Background: an optimization exercise with open tools, aiming at small area. Do not read the settings as production practice. Function was checked by simulation only, so behaviour that the tests miss may differ from the original. Power and IR drop assume default switching activity.

Design ipmb_watchdog, start of the top module:
module ipmb_watchdog # (
   parameter integer TIMEOUT = 5000
)
(
    input clk,
    input rst,
    output [29:0] gpio_0,
    output [31:0] gpio_1,
    input [1:0] scl_i_in,
    input [1:0] scl_t_in,
    input [1:0] sda_i_in,
    input [1:0] sda_t_in,
    input [1:0] sv_scl_o,
    input [1:0] sv_scl_t,
    input ms_scl_o,
    input ms_scl_t,
    input [1:0] sv_sda_o,
    input [1:0] sv_sda_t,
    input ms_sda_o,
    input ms_sda_t
);
export LEC_CHECK = 0
export ABC_AREA = 1
export CAP_MARGIN = 20
export CORE_MARGIN = 2
export CORE_UTILIZATION = 70
export PLACE_DENSITY = 0.8
export SLEW_MARGIN = 20
create_clock -name core_clock -period 10.0 [get_ports {clk}]
standard.sh (not shown) runs the stock make flow with config.mk's settings and CLKGATE_MAP_FILE= SYNTH_SCRIPT=/design/flow/synth_recipe.tcl, a recipe that flattens the netlist after the stock synthesis.
==> flow/flow/run.sh <==
#!/bin/bash
# Standard ORFS layout, with small port buffers, a lighter clock tree, and
# synthesis cells brought to their smallest drive strength before floorplanning.
set -euo pipefail
here=$(pwd)
export PRE_FLOORPLAN_TCL="$here/flow/downsize.tcl"
export BUFFER_PORTS_ARGS="-buffer_cell sky130_fd_sc_hd__buf_1"
export CTS_ARGS="-sink_clustering_enable -repair_clock_nets -dont_use_dummy_load -buf_list {sky130_fd_sc_hd__clkbuf_4} -root_buf sky130_fd_sc_hd__clkbuf_4 -sink_clustering_size 12 -sink_clustering_max_diameter 45"
bash standard.sh finish > flow_make.log 2>&1
==> flow/flow/downsize.tcl <==
# Run before floorplanning, on the standard synthesis netlist. Registers are
# left as they are; only the combinational cells change.
set_dont_use $::env(DONT_USE_CELLS)

# drop synthesis buffers, then re-map the combinational logic for area
remove_buffers
file mkdir $::env(OBJECTS_DIR)/rmp
restructure -liberty_file [lindex $::env(LIB_FILES) 0] -target area \
  -tielo_port [join $::env(TIELO_CELL_AND_PORT) /] \
  -tiehi_port [join $::env(TIEHI_CELL_AND_PORT) /] \
  -work_dir $::env(OBJECTS_DIR)/rmp
report_design_area

# Give every combinational cell the smallest drive strength of its function
# (timing has several ns of slack; repair_design re-buffers any net that needs it).
set n 0
set saved 0.0
foreach inst [get_cells *] {
  set master [get_property $inst ref_name]
  if { ![regexp {^(sky130_fd_sc_hd__[a-z0-9]+)_([0-9]+)$} $master -> base drv] } { continue }
  if { [string match "*__df*" $base] || [string match "*__sdf*" $base] || [string match "*__edf*" $base] } { continue }
  if { [string match "*__conb*" $base] || [string match "*tap*" $base] || [string match "*__clk*" $base] } { continue }
  set best ""
  set best_area [get_property [get_lib_cells */$master] area]
  foreach d {0 1 2} {
    if { $d >= $drv } { break }
    set cand [get_lib_cells -quiet */${base}_$d]
    if { [llength $cand] == 0 } { continue }
    if { [get_property $cand dont_use] } { continue }
    set a [get_property $cand area]
    if { $a < $best_area } { set best ${base}_$d; set best_area $a }
  }
  if { $best ne "" } {
    set saved [expr { $saved + [get_property [get_lib_cells */$master] area] - $best_area }]
    replace_cell $inst [get_lib_cells */$best]
    incr n
  }
}
puts "downsize: resized $n cells, saving [format %.1f $saved] um2"
report_design_area
The baseline ran to the end with no violations.
Next try:
==> flow/flow/run.sh (replaced) <==
#!/bin/bash
# Standard ORFS layout, with small port buffers, a lighter clock tree, and
# synthesis cells brought to their smallest drive strength before floorplanning.
set -euo pipefail
here=$(pwd)
export PRE_FLOORPLAN_TCL="$here/flow/downsize.tcl"
export BUFFER_PORTS_ARGS="-buffer_cell sky130_fd_sc_hd__buf_1"
export CTS_ARGS="-sink_clustering_enable -repair_clock_nets -dont_use_dummy_load -buf_list {sky130_fd_sc_hd__clkbuf_4} -root_buf sky130_fd_sc_hd__clkbuf_8 -sink_clustering_size 11 -sink_clustering_max_diameter 35"
bash standard.sh finish > flow_make.log 2>&1
Settings changed: ABC_AREA 1 to unset.
Effect: Critical path depth goes up by 14. Wire length rose by a few percent. Setup slack gains 0.12 ns. Cell area grows slightly.
Next try:
==> flow/flow/run.sh (replaced) <==
#!/bin/bash
# Standard ORFS layout, with small port buffers, a lighter clock tree, and
# synthesis cells brought to their smallest drive strength before floorplanning.
set -euo pipefail
here=$(pwd)
export PRE_FLOORPLAN_TCL="$here/flow/downsize.tcl"
export BUFFER_PORTS_ARGS="-buffer_cell sky130_fd_sc_hd__buf_1"
export CTS_ARGS="-sink_clustering_enable -repair_clock_nets -dont_use_dummy_load -buf_list {sky130_fd_sc_hd__clkbuf_4} -root_buf sky130_fd_sc_hd__clkbuf_4 -sink_clustering_size 11 -sink_clustering_max_diameter 60"
bash standard.sh finish > flow_make.log 2>&1
Settings changed: ABC_AREA set to 1.
Result:
- The new run ran to the end with no violations
- routed wire length fell by 2.4%
- setup slack loses 0.096 ns
- worst hold slack gets better by 0.016 ns
- die area went down by 0.64%
- cell area fell by 0.90%
- fmax shrinks by 2.4%
- utilization drops by 0.40 points
- combinational power fell by about 2%
Next try:
==> flow/flow/run.sh (replaced) <==
#!/bin/bash
# Standard ORFS layout, with small port buffers, a lighter clock tree, and
# synthesis cells brought to their smallest drive strength before floorplanning.
set -euo pipefail
here=$(pwd)
export PRE_FLOORPLAN_TCL="$here/flow/downsize.tcl"
export BUFFER_PORTS_ARGS="-buffer_cell sky130_fd_sc_hd__buf_1"
export CTS_ARGS="-sink_clustering_enable -repair_clock_nets -dont_use_dummy_load -buf_list {sky130_fd_sc_hd__clkbuf_4} -root_buf sky130_fd_sc_hd__clkbuf_4 -sink_clustering_size 12 -sink_clustering_max_diameter 45"
bash standard.sh finish > flow_make.log 2>&1
--- a/flow/flow/downsize.tcl
+++ b/flow/flow/downsize.tcl
@@ -6,8 +6,11 @@
 remove_buffers
 file mkdir $::env(OBJECTS_DIR)/rmp
-restructure -liberty_file [lindex $::env(LIB_FILES) 0] -target area \
-  -tielo_port [join $::env(TIELO_CELL_AND_PORT) /] \
-  -tiehi_port [join $::env(TIEHI_CELL_AND_PORT) /] \
-  -work_dir $::env(OBJECTS_DIR)/rmp
+# two passes: the second one still finds some area to recover
+foreach pass {1 2} {
+  restructure -liberty_file [lindex $::env(LIB_FILES) 0] -target area \
+    -tielo_port [join $::env(TIELO_CELL_AND_PORT) /] \
+    -tiehi_port [join $::env(TIEHI_CELL_AND_PORT) /] \
+    -work_dir $::env(OBJECTS_DIR)/rmp
+}
 report_design_area
 
Settings changed: CAP_MARGIN 20 to 0, SLEW_MARGIN 20 to 0.
Outcome: Via count is about the same; clock-buffer cell count drops by 4; first-iteration DRC count climbs by 27%; area after synthesis drops by 0.51%; worst hold slack stays flat.
Next try:
==> flow/flow/run.sh (replaced) <==
#!/bin/bash
# Standard ORFS layout, with small port buffers, a lighter clock tree, and
# synthesis cells brought to their smallest drive strength before floorplanning.
set -euo pipefail
here=$(pwd)
export PRE_FLOORPLAN_TCL="$here/flow/downsize.tcl"
export BUFFER_PORTS_ARGS="-buffer_cell sky130_fd_sc_hd__buf_1"
export CTS_ARGS="-sink_clustering_enable -repair_clock_nets -dont_use_dummy_load -buf_list {sky130_fd_sc_hd__clkbuf_8} -root_buf sky130_fd_sc_hd__clkbuf_8 -sink_clustering_size 20 -sink_clustering_max_diameter 60"
bash standard.sh finish > flow_make.log 2>&1
--- a/flow/flow/downsize.tcl
+++ b/flow/flow/downsize.tcl
@@ -6,11 +6,8 @@
 remove_buffers
 file mkdir $::env(OBJECTS_DIR)/rmp
-# two passes: the second one still finds some area to recover
-foreach pass {1 2} {
-  restructure -liberty_file [lindex $::env(LIB_FILES) 0] -target area \
-    -tielo_port [join $::env(TIELO_CELL_AND_PORT) /] \
-    -tiehi_port [join $::env(TIEHI_CELL_AND_PORT) /] \
-    -work_dir $::env(OBJECTS_DIR)/rmp
-}
+restructure -liberty_file [lindex $::env(LIB_FILES) 0] -target area \
+  -tielo_port [join $::env(TIELO_CELL_AND_PORT) /] \
+  -tiehi_port [join $::env(TIEHI_CELL_AND_PORT) /] \
+  -work_dir $::env(OBJECTS_DIR)/rmp
 report_design_area
 
Settings changed: CAP_MARGIN 0 to 20, SLEW_MARGIN 0 to 20.
After rerunning: Setup slack loses 0.046 ns; sequential share of layout area fell by 0.72 points; non-clock buffer count rose by 1; via count fell by 1.6%; first-iteration DRC count fell by 16%.
Next try:
==> flow/flow/run.sh (replaced) <==
#!/bin/bash
# Standard ORFS layout, with small port buffers, a lighter clock tree, and
# synthesis cells brought to their smallest drive strength before floorplanning.
set -euo pipefail
here=$(pwd)
export PRE_FLOORPLAN_TCL="$here/flow/downsize.tcl"
export BUFFER_PORTS_ARGS="-buffer_cell sky130_fd_sc_hd__buf_1"
export CTS_ARGS="-sink_clustering_enable -repair_clock_nets -dont_use_dummy_load -buf_list {sky130_fd_sc_hd__clkbuf_16} -root_buf sky130_fd_sc_hd__clkbuf_16 -sink_clustering_size 30 -sink_clustering_max_diameter 60"
bash standard.sh finish > flow_make.log 2>&1
Settings changed: CAP_MARGIN 20 to 0, SLEW_MARGIN 20 to 0.
=> The changed run completed without violations. Power went up by 4.7%. Combinational power went down by about 2%. Final area went up by 0.70%. Non-clock buffer count went down by 1. Wire length went up by 0.30%. Final cell count went down by 0.49%. Hold slack is better by 0.013 ns. Die area does not change. Area after synthesis stays the same. Utilization went up by 0.55 points.

========
The RTL this note starts from:
==> flow/design.v <==
`timescale 1ns / 1ps
module ipmb_watchdog # (
   parameter integer TIMEOUT = 5000
)
(
    input clk,
    input rst,
    output [29:0] gpio_0,
    output [31:0] gpio_1,
    input [1:0] scl_i_in,
    input [1:0] scl_t_in,
    input [1:0] sda_i_in,
    input [1:0] sda_t_in,
    input [1:0] sv_scl_o,
    input [1:0] sv_scl_t,
    input ms_scl_o,
    input ms_scl_t,
    input [1:0] sv_sda_o,
    input [1:0] sv_sda_t,
    input ms_sda_o,
    input ms_sda_t
);
    localparam [12:0] MATCH_MSK = 13'h07fe;
    localparam [12:0] MATCH_VAL = 13'h06be;
    wire [19:0] x = {ms_sda_t, ms_sda_o, sv_sda_t[1], sv_sda_o[1], sv_sda_t[0], sv_sda_o[0],
                     ms_scl_t, ms_scl_o, sv_scl_t[1], sv_scl_o[1], sv_scl_t[0], sv_scl_o[0],
                     sda_t_in[1], sda_i_in[1], sda_t_in[0], sda_i_in[0],
                     scl_t_in[1], scl_i_in[1], scl_t_in[0], scl_i_in[0]};
    reg  [12:0] cnt [0:19];
    reg  [19:0] sflag;      
    wire [19:0] hit;        
    wire [19:0] ev;         
    genvar i, j;
    generate
        for (i = 0; i < 20; i = i + 1) begin : g_single
            assign hit[i] = (cnt[i] & MATCH_MSK) == MATCH_VAL;
            assign ev[i]  = ~x[i] & hit[i];
            always @(posedge clk) begin
                if (rst | x[i] | hit[i])
                    cnt[i] <= 13'd0;
                else
                    cnt[i] <= {~cnt[i][11:0], cnt[i][12] ^ cnt[i][2]};
                if (rst)
                    sflag[i] <= 1'b1;
                else if (ev[i])
                    sflag[i] <= 1'b0;
            end
        end
    endgenerate
    reg  [9:0] sel;         
    wire [9:0] pev;         
    reg  [9:4] pflag;       
    reg  [7:0] gcnt [0:3];
    generate
        for (i = 0; i < 10; i = i + 1) begin : g_pair
            assign pev[i] = ~x[2*i] & ~x[2*i+1] & (sel[i] ? hit[2*i] : hit[2*i+1]);
            always @(posedge clk) begin
                if (rst)
                    sel[i] <= 1'b1;
                else
                    sel[i] <= x[2*i] | (~x[2*i+1] & sel[i]);
            end
            if (i < 4) begin : g_cnt
                wire [8:0] k;
                assign k[0] = pev[i] & ~&gcnt[i];
                for (j = 0; j < 8; j = j + 1) begin : g_k
                    assign k[j+1] = k[j] & gcnt[i][j];
                end
                always @(posedge clk) begin
                    if (rst)
                        gcnt[i] <= 8'd0;
                    else
                        gcnt[i] <= gcnt[i] ^ k[7:0];
                end
            end else begin : g_flag
                always @(posedge clk) begin
                    if (rst)
                        pflag[i] <= 1'b1;
                    else if (pev[i])
                        pflag[i] <= 1'b0;
                end
            end
        end
    endgenerate
    wire [3:0] cflag;
    assign cflag[0] = ~|gcnt[0];
    assign cflag[1] = ~|gcnt[1];
    assign cflag[2] = ~|gcnt[2];
    assign cflag[3] = ~|gcnt[3];
    assign gpio_0 = {pflag[9:7], sflag[19:14], pflag[6:4], sflag[13:8],
                     cflag[3:2], sflag[7:4], cflag[1:0], sflag[3:0]};
    assign gpio_1 = {gcnt[3], gcnt[2], gcnt[1], gcnt[0]};
endmodule
clock: 10.0 ns
lec_check: 0
abc_area: 1
cap_margin: 0
core_margin: 2
core_utilization: 70
gpl_routability_driven: 0
gpl_timing_driven: 0
place_density: 0.8
slew_margin: 0
==> flow/flow/run.sh <==
#!/bin/bash
# Standard ORFS layout, with small port buffers, a lighter clock tree, and
# synthesis cells brought to their smallest drive strength before floorplanning.
set -euo pipefail
here=$(pwd)
export PRE_FLOORPLAN_TCL="$here/flow/downsize.tcl"
export BUFFER_PORTS_ARGS="-buffer_cell sky130_fd_sc_hd__buf_1"
export CTS_ARGS="-sink_clustering_enable -repair_clock_nets -dont_use_dummy_load -buf_list {sky130_fd_sc_hd__clkbuf_4} -root_buf sky130_fd_sc_hd__clkbuf_4 -sink_clustering_size 12 -sink_clustering_max_diameter 45"
bash standard.sh finish > flow_make.log 2>&1
==> flow/flow/downsize.tcl <==
# Run before floorplanning, on the standard synthesis netlist. Registers are
# left as they are; only the combinational cells change.
set_dont_use $::env(DONT_USE_CELLS)

# drop synthesis buffers, then re-map the combinational logic for area
remove_buffers
file mkdir $::env(OBJECTS_DIR)/rmp
restructure -liberty_file [lindex $::env(LIB_FILES) 0] -target area \
  -tielo_port [join $::env(TIELO_CELL_AND_PORT) /] \
  -tiehi_port [join $::env(TIEHI_CELL_AND_PORT) /] \
  -work_dir $::env(OBJECTS_DIR)/rmp
report_design_area

# Give every combinational cell the smallest drive strength of its function
# (timing has several ns of slack; repair_design re-buffers any net that needs it).
set n 0
set saved 0.0
foreach inst [get_cells *] {
  set master [get_property $inst ref_name]
  if { ![regexp {^(sky130_fd_sc_hd__[a-z0-9]+)_([0-9]+)$} $master -> base drv] } { continue }
  if { [string match "*__df*" $base] || [string match "*__sdf*" $base] || [string match "*__edf*" $base] } { continue }
  if { [string match "*__conb*" $base] || [string match "*tap*" $base] || [string match "*__clk*" $base] } { continue }
  set best ""
  set best_area [get_property [get_lib_cells */$master] area]
  foreach d {0 1 2} {
    if { $d >= $drv } { break }
    set cand [get_lib_cells -quiet */${base}_$d]
    if { [llength $cand] == 0 } { continue }
    if { [get_property $cand dont_use] } { continue }
    set a [get_property $cand area]
    if { $a < $best_area } { set best ${base}_$d; set best_area $a }
  }
  if { $best ne "" } {
    set saved [expr { $saved + [get_property [get_lib_cells */$master] area] - $best_area }]
    replace_cell $inst [get_lib_cells */$best]
    incr n
  }
}
puts "downsize: resized $n cells, saving [format %.1f $saved] um2"
report_design_area
The first run ran to the end with no violations.
Next try:
==> flow/flow/run.sh (replaced) <==
#!/bin/bash
# Standard ORFS layout, with small port buffers, a lighter clock tree, and
# synthesis cells brought to their smallest drive strength before floorplanning.
set -euo pipefail
here=$(pwd)
export PRE_FLOORPLAN_TCL="$here/flow/downsize.tcl"
export BUFFER_PORTS_ARGS="-buffer_cell sky130_fd_sc_hd__buf_1"
export CTS_ARGS="-sink_clustering_enable -repair_clock_nets -dont_use_dummy_load -buf_list {sky130_fd_sc_hd__clkbuf_4} -root_buf sky130_fd_sc_hd__clkbuf_4 -sink_clustering_size 12 -sink_clustering_max_diameter 60"
bash standard.sh finish > flow_make.log 2>&1
Settings changed: ABC_AREA 1 to not set, CAP_MARGIN 0 to 20, GPL_ROUTABILITY_DRIVEN 0 to not set, GPL_TIMING_DRIVEN 0 to not set, SLEW_MARGIN 0 to 20.
Outcome: The new run finished with timing, DRC and antenna clean; clock power hardly moves; synthesized area is higher slightly; routed wire length is higher slightly; sequential share of layout area is lower by 0.29 points; register-to-register slack gets worse by 180 ps; count of clock-buffer cells in the layout does not change; global-route usage is lower by 0.19 points; cell area is higher slightly; setup slack gets better by 64 ps.
Next try:
==> flow/flow/run.sh (replaced) <==
#!/bin/bash
# Standard ORFS layout, with small port buffers, a lighter clock tree, and
# synthesis cells brought to their smallest drive strength before floorplanning.
set -euo pipefail
here=$(pwd)
export PRE_FLOORPLAN_TCL="$here/flow/downsize.tcl"
export BUFFER_PORTS_ARGS="-buffer_cell sky130_fd_sc_hd__buf_1"
export CTS_ARGS="-sink_clustering_enable -repair_clock_nets -dont_use_dummy_load -buf_list {sky130_fd_sc_hd__clkbuf_4} -root_buf sky130_fd_sc_hd__clkbuf_4 -sink_clustering_size 12 -sink_clustering_max_diameter 45"
bash standard.sh finish > flow_make.log 2>&1
Settings changed: ABC_AREA set to 1, CAP_MARGIN 20 to 0, SLEW_MARGIN 20 to 0.
Result: Synthesized cell count went down by 0.73%. Area after synthesis went down by 0.66%. Utilization went down by 0.15 points. Routed wire length went down by 3.5%. Clock skew went down by 4.5 ps. Global-route usage barely changes. Sequential power barely changes. Final area went down by 0.58%. Clock power went down by about 0.8%.

static timing again, ports no longer ideal:
The flow's constraints put no driver on any port. The routed layouts listed below were extracted and timed again, unchanged, in two steps. Step 1 (the two cells are an assumption about what drives the block):
set clk [get_ports {clk}]
set_driving_cell -lib_cell sky130_fd_sc_hd__clkbuf_16 $clk
set_driving_cell -lib_cell sky130_fd_sc_hd__buf_2 [delete_from_list [all_inputs] $clk]
Step 2 also shifts input and output timing later by t, the mid clock arrival at the registers, as if the neighbouring blocks saw the same clock. a / b / c = no drivers / after step 1 / after step 2; a / b = the first two.
run | t, ns | slack for setup (ns) | worst register clock-pin slew, ns | worst slew at a driven data input, ns
the first run of note 1 | 0.661 | 6.016 / 5.979 / 5.585 | 0.12 / 0.12 | 0.06
the second run of note 1 | 0.540 | 6.134 / 6.143 / 5.602 | 0.11 / 0.11 | 0.03
the third run of note 1 | 0.632 | 6.038 / 6.002 / 5.571 | 0.11 / 0.11 | 0.06
the fourth run of note 1 | 0.684 | 6.150 / 6.136 / 5.476 | 0.12 / 0.12 | 0.04
the fifth run of note 1 | 0.534 | 6.104 / 6.067 / 5.612 | 0.12 / 0.12 | 0.06
the sixth run of note 1 | 0.505 | 6.003 / 6.020 / 5.515 | 0.10 / 0.10 | 0.06
the first run of note 2 | 0.698 | 5.984 / 5.946 / 5.537 | 0.12 / 0.12 | 0.05
the second run of note 2 | 0.658 | 6.048 / 6.012 / 5.628 | 0.12 / 0.12 | 0.03
the third run of note 2 | 0.662 | 6.020 / 5.984 / 5.585 | 0.12 / 0.12 | 0.06
After both steps setup and hold are still met in every run listed. For the fourth run of note 1, which loses most, drivers alone change the setup slack by -0.014 ns; drivers and shift together by -0.674 ns.
